What follows belongs to an exercise in optimizing a design on an open flow for small area; a production flow would make more cautious choices.
In this exercise RTL edits were held to simulation tests only and were not proved equivalent to the original.
Power and IR drop assume default switching activity.

==> try-cedar <==
==> flow/design.v <==
module button_counter (
    input clk,
    input reset,
    input inc,
    output reg [3:0] q,
    output carry
);
    assign carry = inc & q[0] & q[3];
    always @(posedge clk) begin
        if (reset)
            q <= 4'd0;
        else begin
            q[0] <= q[0] ^ inc;
            q[1] <= q[1] ^ (inc & q[0] & ~q[3]);
            q[2] <= q[2] ^ (inc & q[0] & q[1]);
            q[3] <= q[3] ^ (inc & q[0] & (q[3] | (q[1] & q[2])));
        end
    end
endmodule
module top (
    input clk,              
    input rst,              
    input [2:0] buttons,    
    input sw_left,          
    input sw_right,         
    output [6:0] segments,  
    output [7:0] anodes     
);
    reg a_d, b_d, c_d;
    always @(posedge clk) begin
        a_d <= buttons[0];
        b_d <= buttons[1];
        c_d <= buttons[2];
    end
    reg coinc, coinc_prev, cp, cp_d;
    always @(posedge clk) begin
        coinc_prev <= coinc;
        if (rst) begin
            coinc <= 1'b0; cp <= 1'b0; cp_d <= 1'b0;
        end else begin
            coinc <= a_d & b_d; cp <= coinc & ~coinc_prev; cp_d <= cp;
        end
    end
    wire en;
    m_susp u_susp (.clk(clk), .rst(rst), .cp(cp), .en(en));
    wire inc_a, inc_b;
    m_edge u_edge (.clk(clk), .rst(rst), .en(en), .a_d(a_d), .b_d(b_d), .inc_a(inc_a), .inc_b(inc_b));
    wire [15:0] digits_a, digits_b, digits_c;
    m_cnt u_cnta (.clk(clk), .rst(rst), .inc(inc_a), .q(digits_a));
    m_cnt u_cntb (.clk(clk), .rst(rst), .inc(inc_b), .q(digits_b));
    m_cnt u_cntc (.clk(clk), .rst(rst), .inc(cp_d), .q(digits_c));
    wire [10:0] digits_d;
    m_tdc u_tdc (.clk(clk), .rst(rst), .cp(cp), .c_d(c_d), .q(digits_d));
    wire [2:0] cur;
    m_scan u_scan (.clk(clk), .rst(rst), .cur(cur));
    m_disp u_disp (.sw_left(sw_left), .sw_right(sw_right), .cur(cur), .da(digits_a), .db(digits_b),
                   .dc(digits_c), .dd(digits_d), .segments(segments), .anodes(anodes));
endmodule
module m_susp (input clk, input rst, input cp, output en);
    localparam [9:0] SUSP_FIRST = 10'd124;
    reg [9:0] susp;
    wire susp_idle = (susp & 10'b0011011011) == 10'b0000000000;
    wire susp_last = (susp & 10'b0100110111) == 10'b0000000001;
    wire susp_first = (susp & 10'b1011111011) == 10'b0001111000;
    wire susp_start = cp & susp_idle;
    always @(posedge clk) begin
        if (rst | susp_last)
            susp <= 10'd0;
        else
            susp <= {susp[8:0], susp[9] ^ susp[2]} | (susp_start ? SUSP_FIRST : 10'd0);
    end
    assign en = susp_idle | susp_first;
endmodule
module m_edge (input clk, input rst, input en, input a_d, input b_d, output inc_a, output inc_b);
    reg a_state, a_prev, b_state, b_prev;
    always @(posedge clk) begin
        if (en) begin
            a_prev <= a_state; b_prev <= b_state;
        end
        if (rst) begin
            a_state <= 1'b0; b_state <= 1'b0;
        end else if (en) begin
            a_state <= a_d; b_state <= b_d;
        end
    end
    assign inc_a = en & a_state & ~a_prev;
    assign inc_b = en & b_state & ~b_prev;
endmodule
module m_cnt (input clk, input rst, input inc, output [15:0] q);
    wire [4:0] c;
    assign c[0] = inc;
    genvar i;
    generate
        for (i = 0; i < 4; i = i + 1) begin : bcd
            button_counter d (.clk(clk), .reset(rst), .inc(c[i]), .q(q[4*i+3:4*i]), .carry(c[i+1]));
        end
    endgenerate
endmodule
module m_tdc (input clk, input rst, input cp, input c_d, output [10:0] q);
    reg c_prev, c_pulse;
    always @(posedge clk) begin
        c_prev <= c_d; c_pulse <= c_d & ~c_prev;
    end
    reg measuring;
    reg [2:0] t_hun, s_hun;
    reg [3:0] t_ten, t_one, s_ten, s_one;
    wire timeout = t_hun[2] & t_hun[1] & t_ten[2] & t_ten[1];
    wire stop = measuring & (c_pulse | timeout);
    wire run = measuring & ~stop;
    wire one9 = t_one[3] & t_one[0];
    wire ten9 = t_ten[3] & t_ten[0];
    always @(posedge clk) begin
        if (rst)
            measuring <= 1'b0;
        else
            measuring <= measuring ? ~(c_pulse | timeout) : cp;
        if (~run) begin
            t_one <= 4'd0; t_ten <= 4'd0; t_hun <= 3'd0;
        end else begin
            t_one <= one9 ? 4'd0 : t_one + 4'd1;
            if (one9) begin
                t_ten <= ten9 ? 4'd0 : t_ten + 4'd1;
                if (ten9)
                    t_hun <= t_hun + 3'd1;
            end
        end
        if (rst) begin
            s_one <= 4'd0; s_ten <= 4'd0; s_hun <= 3'd0;
        end else if (stop) begin
            s_one <= t_one; s_ten <= t_ten; s_hun <= t_hun;
        end
    end
    assign q = {s_hun, s_ten, s_one};
endmodule
module m_scan (input clk, input rst, output reg [2:0] cur);
    localparam [7:0] SCAN_RESET = 8'd156;
    localparam [7:0] SCAN_FIRST = 8'd188;
    reg [7:0] scan;
    wire tick = (scan & 8'b11111010) == 8'b10010010;
    always @(posedge clk) begin
        if (rst) begin
            scan <= SCAN_RESET; cur <= 3'd0;
        end else begin
            scan <= tick ? SCAN_FIRST : {scan[6:0], scan[7] ^ scan[2]};
            cur <= cur + {2'b00, tick};
        end
    end
endmodule
module m_disp (input sw_left, input sw_right, input [2:0] cur, input [15:0] da, input [15:0] db,
               input [15:0] dc, input [10:0] dd, output [6:0] segments, output [7:0] anodes);
    wire [15:0] ddx = {5'd0, dd};
    wire m0 = ~sw_left & ~sw_right;
    wire sa = m0 & ~cur[2];
    wire sb = m0 & cur[2];
    wire sc = ~sw_left & sw_right & ~cur[2];
    wire sd = sw_left & ~sw_right & ~cur[2];
    reg [3:0] xa, xb, xc, xd;
    always @(*) begin
        case (cur[1:0])
            2'd0: begin xa = da[3:0]; xb = db[3:0]; xc = dc[3:0]; xd = ddx[3:0]; end
            2'd1: begin xa = da[7:4]; xb = db[7:4]; xc = dc[7:4]; xd = ddx[7:4]; end
            2'd2: begin xa = da[11:8]; xb = db[11:8]; xc = dc[11:8]; xd = ddx[11:8]; end
            default: begin xa = da[15:12]; xb = db[15:12]; xc = dc[15:12]; xd = ddx[15:12]; end
        endcase
    end
    wire [3:0] d = (xa | {4{~sa}}) & (xb | {4{~sb}}) & (xc | {4{~sc}}) & (xd | {4{~sd}});
    assign segments[6] = (~d[3] & ~d[2] & ~d[1] & d[0]) | (d[2] & ~d[1] & ~d[0]) | (d[3] & d[2]);
    assign segments[5] = d[2] & ((d[1] ^ d[0]) | d[3]);
    assign segments[4] = (~d[2] & d[1] & ~d[0]) | (d[3] & d[2]);
    assign segments[3] = (~d[3] & ~d[2] & ~d[1] & d[0]) | (d[2] & ~d[1] & ~d[0]) | (d[2] & d[1] & d[0]);
    assign segments[2] = d[0] | (d[2] & ~d[1]);
    assign segments[1] = (~d[2] & d[1]) | (d[1] & d[0]) | (~d[3] & ~d[2] & d[0]);
    assign segments[0] = (~d[3] & ~d[2] & ~d[1]) | (d[2] & d[1] & d[0]);
    assign anodes = (sw_left & sw_right) ? 8'hFF : ~(8'b00000001 << cur);
endmodule
==> flow/flow/run.sh <==
#!/bin/bash
# Own flow: the standard layout with area-oriented ABC scripts in synthesis (synth.tcl),
# buf_1 port buffers and a clock tree without dummy loads.
set -euo pipefail
export FLOW_SYNTH_TCL="$PWD/synth_recipe.tcl"
bash standard.sh \
  "SYNTH_SCRIPT=$PWD/flow/synth.tcl" "ADDER_MAP_FILE=" \
  "BUFFER_PORTS_ARGS=-buffer_cell sky130_fd_sc_hd__buf_1" \
  "CTS_ARGS=-sink_clustering_enable -repair_clock_nets -dont_use_dummy_load -buf_list sky130_fd_sc_hd__clkbuf_8 -sink_clustering_size 20" \
  finish > standard.log 2>&1
==> flow/flow/a1.abc <==
strash
dch -f
amap
topo
==> flow/flow/a2.abc <==
&get -n
&st
&dch -f
&nf -p -R 1000 -F 8 -A 8
&put
topo
==> flow/flow/a3.abc <==
strash
fraig
dch -f
amap
topo
==> flow/flow/a4.abc <==
&get -n
&st
&dch -f
&nf -p -R 1000
&put
&get -n
&st
&dch -f
&nf -p -R 1000
&put
topo
==> flow/flow/a5.abc <==
strash
dch
amap
topo
==> flow/flow/a6.abc <==
strash
if -K 4 -a
mfs2 -a
strash
dc2
dch -f
amap
topo
==> flow/flow/synth.tcl <==
# The standard synthesis (synth_recipe.tcl), but ABC maps the logic with each of a
# few area-oriented scripts (a*.abc here) and the smallest result is kept.
# Registers are mapped before ABC runs, so they come out as in the standard synthesis.
set abc_scripts [lsort [glob [file join [file dirname [file normalize [info script]]] a*.abc]]]
proc abc {args} {
  global abc_scripts
  set i [lsearch -exact $args -script]
  set j [lsearch -exact $args -liberty]
  set lib [lindex $args [expr {$j + 1}]]
  set best_area 1e18
  set best_script ""
  yosys design -save before_abc
  foreach s $abc_scripts {
    yosys design -load before_abc
    yosys abc {*}[lreplace $args [expr {$i + 1}] [expr {$i + 1}] $s]
    set report [yosys tee -q -s result.string stat -liberty $lib]
    regexp {Chip area for [^:]*: ([0-9.]+)} $report -> area
    puts "abc script $s: area $area"
    if { $area < $best_area } {
      set best_area $area
      set best_script $s
    }
  }
  yosys design -load before_abc
  puts "abc script kept: $best_script (area $best_area)"
  yosys abc {*}[lreplace $args [expr {$i + 1}] [expr {$i + 1}] $best_script]
}
source $::env(FLOW_SYNTH_TCL)
==> flow/standard.sh <==
#!/bin/bash
# synth_recipe.tcl (not shown) runs the flow's synth.tcl, then flattens the netlist and writes it again
# the make line also repeats each setting of config.mk as NAME=value (left out here)
make -C /OpenROAD-flow-scripts/flow DESIGN_CONFIG=/design/flow/config.mk WORK_HOME=/design/flow/orfs CLKGATE_MAP_FILE= SYNTH_SCRIPT=/design/flow/synth_recipe.tcl "${@:-finish}"
==> flow/config.mk <==
export PLATFORM = sky130hd
export DESIGN_NAME = top
export DESIGN_NICKNAME = top
export VERILOG_FILES = /design/flow/design.v
export SDC_FILE = /design/flow/constraint.sdc
export NUM_CORES = 4
export LEC_CHECK = 0
export CAP_MARGIN = 20
export CORE_MARGIN = 2
export CORE_UTILIZATION = 40
export GPL_TIMING_DRIVEN = 0
export SLEW_MARGIN = 20
==> flow/constraint.sdc <==
create_clock -name core_clock -period 20.0 [get_ports {clk}]
set_input_delay 4.0000 -clock core_clock [delete_from_list [all_inputs] [get_ports {clk}]]
set_output_delay 4.0000 -clock core_clock [all_outputs]
set_load 0.01 [all_outputs]
==> try-onyx (differences from try-cedar) <==
==> flow/design.v, changed modules only <==
module top (
    input clk,              
    input rst,              
    input [2:0] buttons,    
    input sw_left,          
    input sw_right,         
    output [6:0] segments,  
    output [7:0] anodes     
);
    reg a_d, b_d, c_d;
    always @(posedge clk) begin
        a_d <= buttons[0];
        b_d <= buttons[1];
        c_d <= buttons[2];
    end
    reg coinc, coinc_prev, cp, cp_d;
    always @(posedge clk) begin
        if (rst) begin
            coinc <= 1'b0; coinc_prev <= 1'b0; cp <= 1'b0; cp_d <= 1'b0;
        end else begin
            coinc <= a_d & b_d; coinc_prev <= coinc; cp <= coinc & ~coinc_prev; cp_d <= cp;
        end
    end
    wire en;
    m_susp u_susp (.clk(clk), .rst(rst), .cp(cp), .en(en));
    wire inc_a, inc_b;
    m_edge u_edge (.clk(clk), .rst(rst), .en(en), .a_d(a_d), .b_d(b_d), .inc_a(inc_a), .inc_b(inc_b));
    wire [15:0] digits_a, digits_b, digits_c;
    m_cnt u_cnta (.clk(clk), .rst(rst), .inc(inc_a), .q(digits_a));
    m_cnt u_cntb (.clk(clk), .rst(rst), .inc(inc_b), .q(digits_b));
    m_cnt u_cntc (.clk(clk), .rst(rst), .inc(cp_d), .q(digits_c));
    wire [10:0] digits_d;
    m_tdc u_tdc (.clk(clk), .rst(rst), .cp(cp), .c_d(c_d), .q(digits_d));
    wire [2:0] cur;
    m_scan u_scan (.clk(clk), .rst(rst), .cur(cur));
    m_disp u_disp (.sw_left(sw_left), .sw_right(sw_right), .cur(cur), .da(digits_a), .db(digits_b),
                   .dc(digits_c), .dd(digits_d), .segments(segments), .anodes(anodes));
endmodule
module m_edge (input clk, input rst, input en, input a_d, input b_d, output inc_a, output inc_b);
    reg a_state, a_prev, b_state, b_prev;
    always @(posedge clk) begin
        if (rst) begin
            a_state <= 1'b0; a_prev <= 1'b0; b_state <= 1'b0; b_prev <= 1'b0;
        end else if (en) begin
            a_state <= a_d; a_prev <= a_state; b_state <= b_d; b_prev <= b_state;
        end
    end
    assign inc_a = en & a_state & ~a_prev;
    assign inc_b = en & b_state & ~b_prev;
endmodule
module m_tdc (input clk, input rst, input cp, input c_d, output [10:0] q);
    reg c_prev, c_pulse;
    always @(posedge clk) begin
        if (rst) begin
            c_prev <= 1'b0; c_pulse <= 1'b0;
        end else begin
            c_prev <= c_d; c_pulse <= c_d & ~c_prev;
        end
    end
    reg measuring;
    reg [2:0] t_hun, s_hun;
    reg [3:0] t_ten, t_one, s_ten, s_one;
    wire timeout = t_hun[2] & t_hun[1] & t_ten[2] & t_ten[1];
    wire stop = measuring & (c_pulse | timeout);
    wire run = measuring & ~stop;
    wire one9 = t_one[3] & t_one[0];
    wire ten9 = t_ten[3] & t_ten[0];
    always @(posedge clk) begin
        if (rst)
            measuring <= 1'b0;
        else
            measuring <= measuring ? ~(c_pulse | timeout) : cp;
        if (rst | ~run) begin
            t_one <= 4'd0; t_ten <= 4'd0; t_hun <= 3'd0;
        end else begin
            t_one <= one9 ? 4'd0 : t_one + 4'd1;
            if (one9) begin
                t_ten <= ten9 ? 4'd0 : t_ten + 4'd1;
                if (ten9)
                    t_hun <= t_hun + 3'd1;
            end
        end
        if (rst) begin
            s_one <= 4'd0; s_ten <= 4'd0; s_hun <= 3'd0;
        end else if (stop) begin
            s_one <= t_one; s_ten <= t_ten; s_hun <= t_hun;
        end
    end
    assign q = {s_hun, s_ten, s_one};
endmodule
--- a/flow/flow/run.sh
+++ b/flow/flow/run.sh
@@ -1,4 +1,4 @@
 #!/bin/bash
-# Own flow: the standard layout with area-oriented ABC scripts in synthesis (synth.tcl),
+# Own flow: the standard layout with an area-oriented ABC script in synthesis,
 # buf_1 port buffers and a clock tree without dummy loads.
 set -euo pipefail
==> flow/flow/area.abc (new file) <==
strash
dch -f
amap
topo
==> flow/flow/synth.tcl (replaced) <==
# The standard synthesis (synth_recipe.tcl) with ABC run on an area-oriented script.
# Registers are mapped before ABC runs, so they come out as in the standard synthesis.
set area_script [file join [file dirname [info script]] area.abc]
proc abc {args} {
  global area_script
  set i [lsearch -exact $args -script]
  if { $i >= 0 } {
    set args [lreplace $args [expr {$i + 1}] [expr {$i + 1}] $area_script]
  }
  yosys abc {*}$args
}
source $::env(FLOW_SYNTH_TCL)
Settings changed: CORE_UTILIZATION 40 to 65, GPL_TIMING_DRIVEN 0 to not set.
removed: flow/flow/a1.abc
removed: flow/flow/a2.abc
removed: flow/flow/a3.abc
removed: flow/flow/a4.abc
removed: flow/flow/a5.abc
removed: flow/flow/a6.abc
==> try-yarrow (differences from try-cedar) <==
==> flow/design.v, changed modules only <==
module top (
    input clk,              
    input rst,              
    input [2:0] buttons,    
    input sw_left,          
    input sw_right,         
    output [6:0] segments,  
    output [7:0] anodes     
);
    reg a_d, b_d, c_d;
    always @(posedge clk) begin
        a_d <= buttons[0];
        b_d <= buttons[1];
        c_d <= buttons[2];
    end
    reg coinc, coinc_prev, cp, cp_d;
    always @(posedge clk) begin
        if (rst) begin
            coinc <= 1'b0; coinc_prev <= 1'b0; cp <= 1'b0; cp_d <= 1'b0;
        end else begin
            coinc <= a_d & b_d; coinc_prev <= coinc; cp <= coinc & ~coinc_prev; cp_d <= cp;
        end
    end
    wire en;
    m_susp u_susp (.clk(clk), .rst(rst), .cp(cp), .en(en));
    wire inc_a, inc_b;
    m_edge u_edge (.clk(clk), .rst(rst), .en(en), .a_d(a_d), .b_d(b_d), .inc_a(inc_a), .inc_b(inc_b));
    wire [15:0] digits_a, digits_b, digits_c;
    m_cnt u_cnta (.clk(clk), .rst(rst), .inc(inc_a), .q(digits_a));
    m_cnt u_cntb (.clk(clk), .rst(rst), .inc(inc_b), .q(digits_b));
    m_cnt u_cntc (.clk(clk), .rst(rst), .inc(cp_d), .q(digits_c));
    wire [10:0] digits_d;
    m_tdc u_tdc (.clk(clk), .rst(rst), .cp(cp), .c_d(c_d), .q(digits_d));
    wire [2:0] cur;
    m_scan u_scan (.clk(clk), .rst(rst), .cur(cur));
    m_disp u_disp (.sw_left(sw_left), .sw_right(sw_right), .cur(cur), .da(digits_a), .db(digits_b),
                   .dc(digits_c), .dd(digits_d), .segments(segments), .anodes(anodes));
endmodule
module m_edge (input clk, input rst, input en, input a_d, input b_d, output inc_a, output inc_b);
    reg a_state, a_prev, b_state, b_prev;
    always @(posedge clk) begin
        if (rst) begin
            a_state <= 1'b0; a_prev <= 1'b0; b_state <= 1'b0; b_prev <= 1'b0;
        end else if (en) begin
            a_state <= a_d; a_prev <= a_state; b_state <= b_d; b_prev <= b_state;
        end
    end
    assign inc_a = en & a_state & ~a_prev;
    assign inc_b = en & b_state & ~b_prev;
endmodule
module m_tdc (input clk, input rst, input cp, input c_d, output [10:0] q);
    reg c_prev, c_pulse;
    always @(posedge clk) begin
        if (rst) begin
            c_prev <= 1'b0; c_pulse <= 1'b0;
        end else begin
            c_prev <= c_d; c_pulse <= c_d & ~c_prev;
        end
    end
    reg measuring;
    reg [2:0] t_hun, s_hun;
    reg [3:0] t_ten, t_one, s_ten, s_one;
    wire timeout = t_hun[2] & t_hun[1] & t_ten[2] & t_ten[1];
    wire stop = measuring & (c_pulse | timeout);
    wire run = measuring & ~stop;
    wire one9 = t_one[3] & t_one[0];
    wire ten9 = t_ten[3] & t_ten[0];
    always @(posedge clk) begin
        if (rst)
            measuring <= 1'b0;
        else
            measuring <= measuring ? ~(c_pulse | timeout) : cp;
        if (rst | ~run) begin
            t_one <= 4'd0; t_ten <= 4'd0; t_hun <= 3'd0;
        end else begin
            t_one <= one9 ? 4'd0 : t_one + 4'd1;
            if (one9) begin
                t_ten <= ten9 ? 4'd0 : t_ten + 4'd1;
                if (ten9)
                    t_hun <= t_hun + 3'd1;
            end
        end
        if (rst) begin
            s_one <= 4'd0; s_ten <= 4'd0; s_hun <= 3'd0;
        end else if (stop) begin
            s_one <= t_one; s_ten <= t_ten; s_hun <= t_hun;
        end
    end
    assign q = {s_hun, s_ten, s_one};
endmodule
==> flow/flow/run.sh (replaced) <==
#!/bin/bash
# Own flow: the standard layout with an area-oriented ABC script in synthesis,
# buf_1 port buffers and a clock tree without dummy loads.
set -euo pipefail
export FLOW_SYNTH_TCL="$PWD/synth_recipe.tcl"
bash standard.sh \
  "SYNTH_SCRIPT=$PWD/flow/synth.tcl" "ADDER_MAP_FILE=" \
  "BUFFER_PORTS_ARGS=-buffer_cell sky130_fd_sc_hd__buf_1" \
  "CTS_ARGS=-sink_clustering_enable -repair_clock_nets -dont_use_dummy_load -buf_list sky130_fd_sc_hd__clkbuf_4" \
  finish > standard.log 2>&1
==> flow/flow/area.abc (new file) <==
&get -n
&st
&dch -f
&nf -p -R 1000
&put
&get -n
&st
&dch -f
&nf -p -R 1000
&put
topo
==> flow/flow/synth.tcl (replaced) <==
# The standard synthesis (synth_recipe.tcl) with ABC run on an area-oriented script.
# Registers are mapped before ABC runs, so they come out as in the standard synthesis.
set area_script [file join [file dirname [info script]] area.abc]
proc abc {args} {
  global area_script
  set i [lsearch -exact $args -script]
  if { $i >= 0 } {
    set args [lreplace $args [expr {$i + 1}] [expr {$i + 1}] $area_script]
  }
  yosys abc {*}$args
}
source $::env(FLOW_SYNTH_TCL)
Settings changed: CORE_UTILIZATION 40 to 85.
removed: flow/flow/a1.abc
removed: flow/flow/a2.abc
removed: flow/flow/a3.abc
removed: flow/flow/a4.abc
removed: flow/flow/a5.abc
removed: flow/flow/a6.abc
==> results by group <==
Synth
  – Mapped Avg Cell Area: 8.901 um^2

Setup path
  – Worst path depth: 10
  – Critical Path RT: 16.00 ns

Cells and area
  – NonClk Buf Share: 0.02680

CTS
  – Setup Buffers After CTS: 0

Power and ir drop
  – Sequential power share: 0.640

Run status
  – Status: finished clean

Detailed routing
  – Metal3 WL: around 310 um
# the run above: try-cedar

==> results by group <==
Synth
  – Adder-Cell Fraction of Synth Area: 0
  – Commonest cells in the netlist: dfxtp_1, nand2_1, a21oi_1
  – Mapped Avg Cell Area: a little under 9 um^2
  – Post-synth top flop: dfxtp_1
  – Post-synth ARST share: 0
  – Syn_nets: approximately 470
  – Yosys reg bits: 105

Run status
  – Failed at: global placement (3_3_place_gp)
  – Err: [ERROR GPL-0301] Utilization 101.085 % exceeds 100%.
  – Status: did not finish
# the run above: try-yarrow

==> results by group <==
Cells and area
  – NonClk Buf Share: 0.01991
  – Area Overhead vs Synth: 7.591%

Detailed routing
  – DRT iter0 DRCs: about 340
  – Metal3 WL: approximately 560 um

Synth
  – Mapped Avg Cell Area: 8.192 um^2

Power and ir drop
  – Sequential power share: 0.640

Setup path
  – Worst path depth: 10
  – Critical Path RT: ~16 ns

CTS
  – Setup Buffers After CTS: 0

Run status
  – Status: finished clean
# the run above: try-onyx

[afterwards: timing with drivers on the ports]
How much do the figures lean on ideal ports? The routed layouts below were timed once more, with nothing changed but the port constraints. Step 1: set_driving_cell puts a clkbuf_16 on clk and a buf_2 on each other input, an assumption about the parent block. Step 2 times the ports against the registers' clock, not the clock port: input delays grow and output delays shrink by t, the midpoint of the rising clock arrivals with the driver on. a / b / c = ideal / step 1 / step 2; a / b = the first two.
run	t, ns	slack for setup (ns)	hold WS [ns]
try-cedar	0.390	10.244 / 10.220 / 10.220	0.355 / 0.355 / 0.355
try-onyx	0.382	9.787 / 9.763 / 9.763	0.392 / 0.392 / 0.392
After both steps every run listed still meets setup and hold.
